Context: an optimization exercise on an open-source flow, tuned for small area and a short achievable clock period. The choices shown serve that exercise and are no tape-out recipe. In this exercise RTL edits were held to simulation tests only and were not proved equivalent to the original. Power and IR drop assume default switching activity.

## job 726
==> flow/design.v (excerpt) <==
module fifo(
  input clk,rst,wr_en,rd_en,
  input [7:0] buf_in,
  output reg [7:0]buf_out,
  output buf_empty,
  output reg buf_full,
  output reg [6:0] fifo_counter
);
  reg [7:0] buf_mem[63:0];
  reg [7:0] rsel_lo0, rsel_lo1;   
  reg not_empty;
  assign buf_empty = ~not_empty;
  wire wr_acc = wr_en & ~buf_full;
  wire rd_acc = rd_en & not_empty;
  wire inc = wr_acc & ~rd_acc;
  wire dec = rd_acc & ~wr_acc;
  integer i;
  always @(posedge clk) begin
    if (wr_acc) begin
      buf_mem[1] <= buf_in;
      for (i = 2; i < 64; i = i + 1)
        buf_mem[i] <= buf_mem[i-1];
      buf_mem[0] <= buf_mem[63];
    end
  end
  wire [7:0] rsel_hi;
  fifo_dec3 u_hi (.a(fifo_counter[5:3]), .y(rsel_hi));
  wire [7:0] out_next;
  wire rd_hold_n = ~rd_acc;
  genvar gg, kk, bb;
  generate
    for (bb = 0; bb < 8; bb = bb + 1) begin : g_bit
      wire [7:0] grp;   
      wire [7:0] n;     
      wire [3:0] m;
      wire [1:0] k;
      wire h;           
      for (gg = 0; gg < 8; gg = gg + 1) begin : g_grp
        wire [7:0] lo = (gg < 4) ? rsel_lo0 : rsel_lo1;
        fifo_sel8 u_s (
  ...
For scale: ~1100 cells after synthesis, ~550 flip-flops, ~29 I/O pins, roughly 20000 sq um of cells after synthesis.
Settings: LEC_CHECK=0, CAP_MARGIN=20, CORE_MARGIN=2, CORE_UTILIZATION=40, SETUP_SLACK_MARGIN=1.45, SLEW_MARGIN=20, SYNTH_HIERARCHICAL=1, SYNTH_MINIMUM_KEEP_SIZE=0; clock period 3.3 ns.
standard.sh (not shown) runs the stock make flow with config.mk's settings and CLKGATE_MAP_FILE= SYNTH_SCRIPT=/design/flow/synth_recipe.tcl, a recipe that flattens the netlist after the stock synthesis.
==> flow/flow/run.sh <==
#!/bin/bash
# Standard ORFS layout, with plain buffers on the ports, resizing not limited
# to each cell's footprint, and larger clock-tree sink clusters.
set -euo pipefail
bash standard.sh MATCH_CELL_FOOTPRINT=0 \
  "BUFFER_PORTS_ARGS=-buffer_cell sky130_fd_sc_hd__buf_4" \
  "CTS_ARGS=-sink_clustering_enable -repair_clock_nets -dont_use_dummy_load -sink_clustering_size 24 -sink_clustering_max_diameter 80" \
  finish > flow.log 2>&1
Here is what was changed in the inputs of job 7358 compared with job 726.
Settings: changing SETUP_SLACK_MARGIN from 1.45 to 1.55.
==> flow/flow/run.sh <==
#!/bin/bash
# Standard ORFS layout, with plain buffers on the ports, resizing not limited
# to each cell's footprint, and larger clock-tree sink clusters.
set -euo pipefail
bash standard.sh MATCH_CELL_FOOTPRINT=0 \
  "BUFFER_PORTS_ARGS=-buffer_cell sky130_fd_sc_hd__buf_4" \
  "CTS_ARGS=-sink_clustering_enable -repair_clock_nets -dont_use_dummy_load -sink_clustering_size 30 -sink_clustering_max_diameter 100" \
  finish > flow.log 2>&1
==> run notes <==
The largest net degree at the start of global routing number comes out higher for job 726 vs job 7358. From job 726 to job 7358, final-report hold violation count did not move at all. In the metrics for job 7358 and job 726, the one carrying the lower register-to-register slack is job 726.
[inputs] job 6904 vs job 7358
Settings: HOLD_SLACK_MARGIN: unset -> 0.1; SETUP_SLACK_MARGIN: 1.55 -> 1.4.
### Flow results
Looking at job 6904 and job 7358, the switching part of the total power is a wash.
Top achievable clock speed deteriorates in job 6904 relative to job 7358.
Across both runs, portion of the layout cell area used by non-clock buffers was lower for job 6904 than for job 7358.
Here is what was changed in the inputs of job 3126 compared with job 6904.
Settings: HOLD_SLACK_MARGIN no longer set, was 0.1.
==> flow/flow/run.sh <==
#!/bin/bash
# Standard ORFS layout, with plain buffers on the ports, resizing not limited
# to each cell's footprint, and larger clock-tree sink clusters.
set -euo pipefail
bash standard.sh MATCH_CELL_FOOTPRINT=0 \
  "BUFFER_PORTS_ARGS=-buffer_cell sky130_fd_sc_hd__buf_2" \
  "CTS_ARGS=-sink_clustering_enable -repair_clock_nets -dont_use_dummy_load -sink_clustering_size 30 -sink_clustering_max_diameter 100" \
  finish > flow.log 2>&1
--- outcome ---
- Looking at beginning of the critical path, the buf_out[4] result is from job 6904; the buf_full one comes from job 3126.
- Compared with job 6904, in job 3126 mean routed wirelength per cell shows an increase of 0.14 microns, power dissipated by switching net loads did not really move, via count of the first global-routing pass saw little to no change.
- Job 3126 vs job 6904 on fraction of cell area in non-clock buffers: job 3126 is the lower one.
- On maximum frequency, job 3126 does worse than job 6904.
- Sort job 3126 and job 6904 by biggest fanout along the worst timing path asc -> top: job 6904
- Taking job 6904 as the reference, in job 3126 summed instance area of the synthesized netlist has remained practically unchanged, register share of the cell area has increased.
- Setup slack: lower on job 3126
- Clock share of power, job 3126 and job 6904: larger value in job 3126
## Diff of input files: job 3601 against job 3126
==> flow/flow/run.sh <==
#!/bin/bash
# Standard ORFS layout, with plain buffers on the ports, resizing not limited
# to each cell's footprint, and larger clock-tree sink clusters.
set -euo pipefail
bash standard.sh MATCH_CELL_FOOTPRINT=0 \
  "BUFFER_PORTS_ARGS=-buffer_cell sky130_fd_sc_hd__buf_4" \
  "CTS_ARGS=-sink_clustering_enable -repair_clock_nets -dont_use_dummy_load -sink_clustering_size 30 -sink_clustering_max_diameter 100" \
  finish > flow.log 2>&1
- Leakage power: job 3601 vs job 3126, no meaningful difference
- The total power after layout of job 3601 exceeds that of job 3126 by 0.042 mW.
- Comparing job 3126 against job 3601, there is no change at all in overall die width.
- The run showing the smaller setup slack is job 3126.
- A capture point of the worst path of buf_out[4] is what job 3601 shows, while buf_mem[47][6] belongs to job 3126.
- Diff job 3601..job 3126 | final core utilization | negligible
## Diff of input files: job 1814 against job 3601
Settings: changing CORE_UTILIZATION from 40 to 50; setting HOLD_SLACK_MARGIN to 0.1 for the first time.
Diff job 1814..job 3601 | area of the mapped netlist | unchanged. Job 1814 — minimum setup slack in the final design 0.022 ns lower, job 3601 as reference. Total power of job 1814 is lower than that of job 3601. Share of final layout cell area taken by clock buffers and inverters: job 3601 vs job 1814, no meaningful difference. When job 1814 is measured against job 3601, its maximum number of pins on one net before global-route repair turns out 92 lower. Diff job 3601 -> job 1814: global routing usage on met2 rose 5.8 points, total routed wirelength fell 0.63%, total routing usage reported by global routing rose 3.8 points.

-- separate check: timing with driven ports --
Ports are ideal in the flow. The routed layouts listed here were re-timed in OpenROAD.
Step 1 assumes that a clkbuf_16 drives the clock port and a buf_2 every other input.
Step 2 times the ports against the registers' clock, not the clock port: input delays grow and output delays shrink by t, the midpoint of the rising clock arrivals with the driver on.
Three values: ideal, step 1, step 2; two values: the first two.
run	t, ns	slack for setup (ns)	worst data-port slew with drivers (ns)
job 726	0.623	1.440 / 1.388 / 1.108	0.03
job 7358	0.586	1.472 / 1.419 / 1.120	0.03
job 6904	0.583	1.449 / 1.395 / 1.131	0.03
job 3126	0.594	1.398 / 1.381 / 1.040	0.03
job 3601	0.583	1.449 / 1.395 / 1.131	0.03
job 1814	0.582	1.427 / 1.396 / 1.109	0.04
After both steps setup and hold are still met in every run listed. The setup slack of job 3126, which loses most, moves by -0.017 ns with the drivers and by -0.358 ns with both steps.
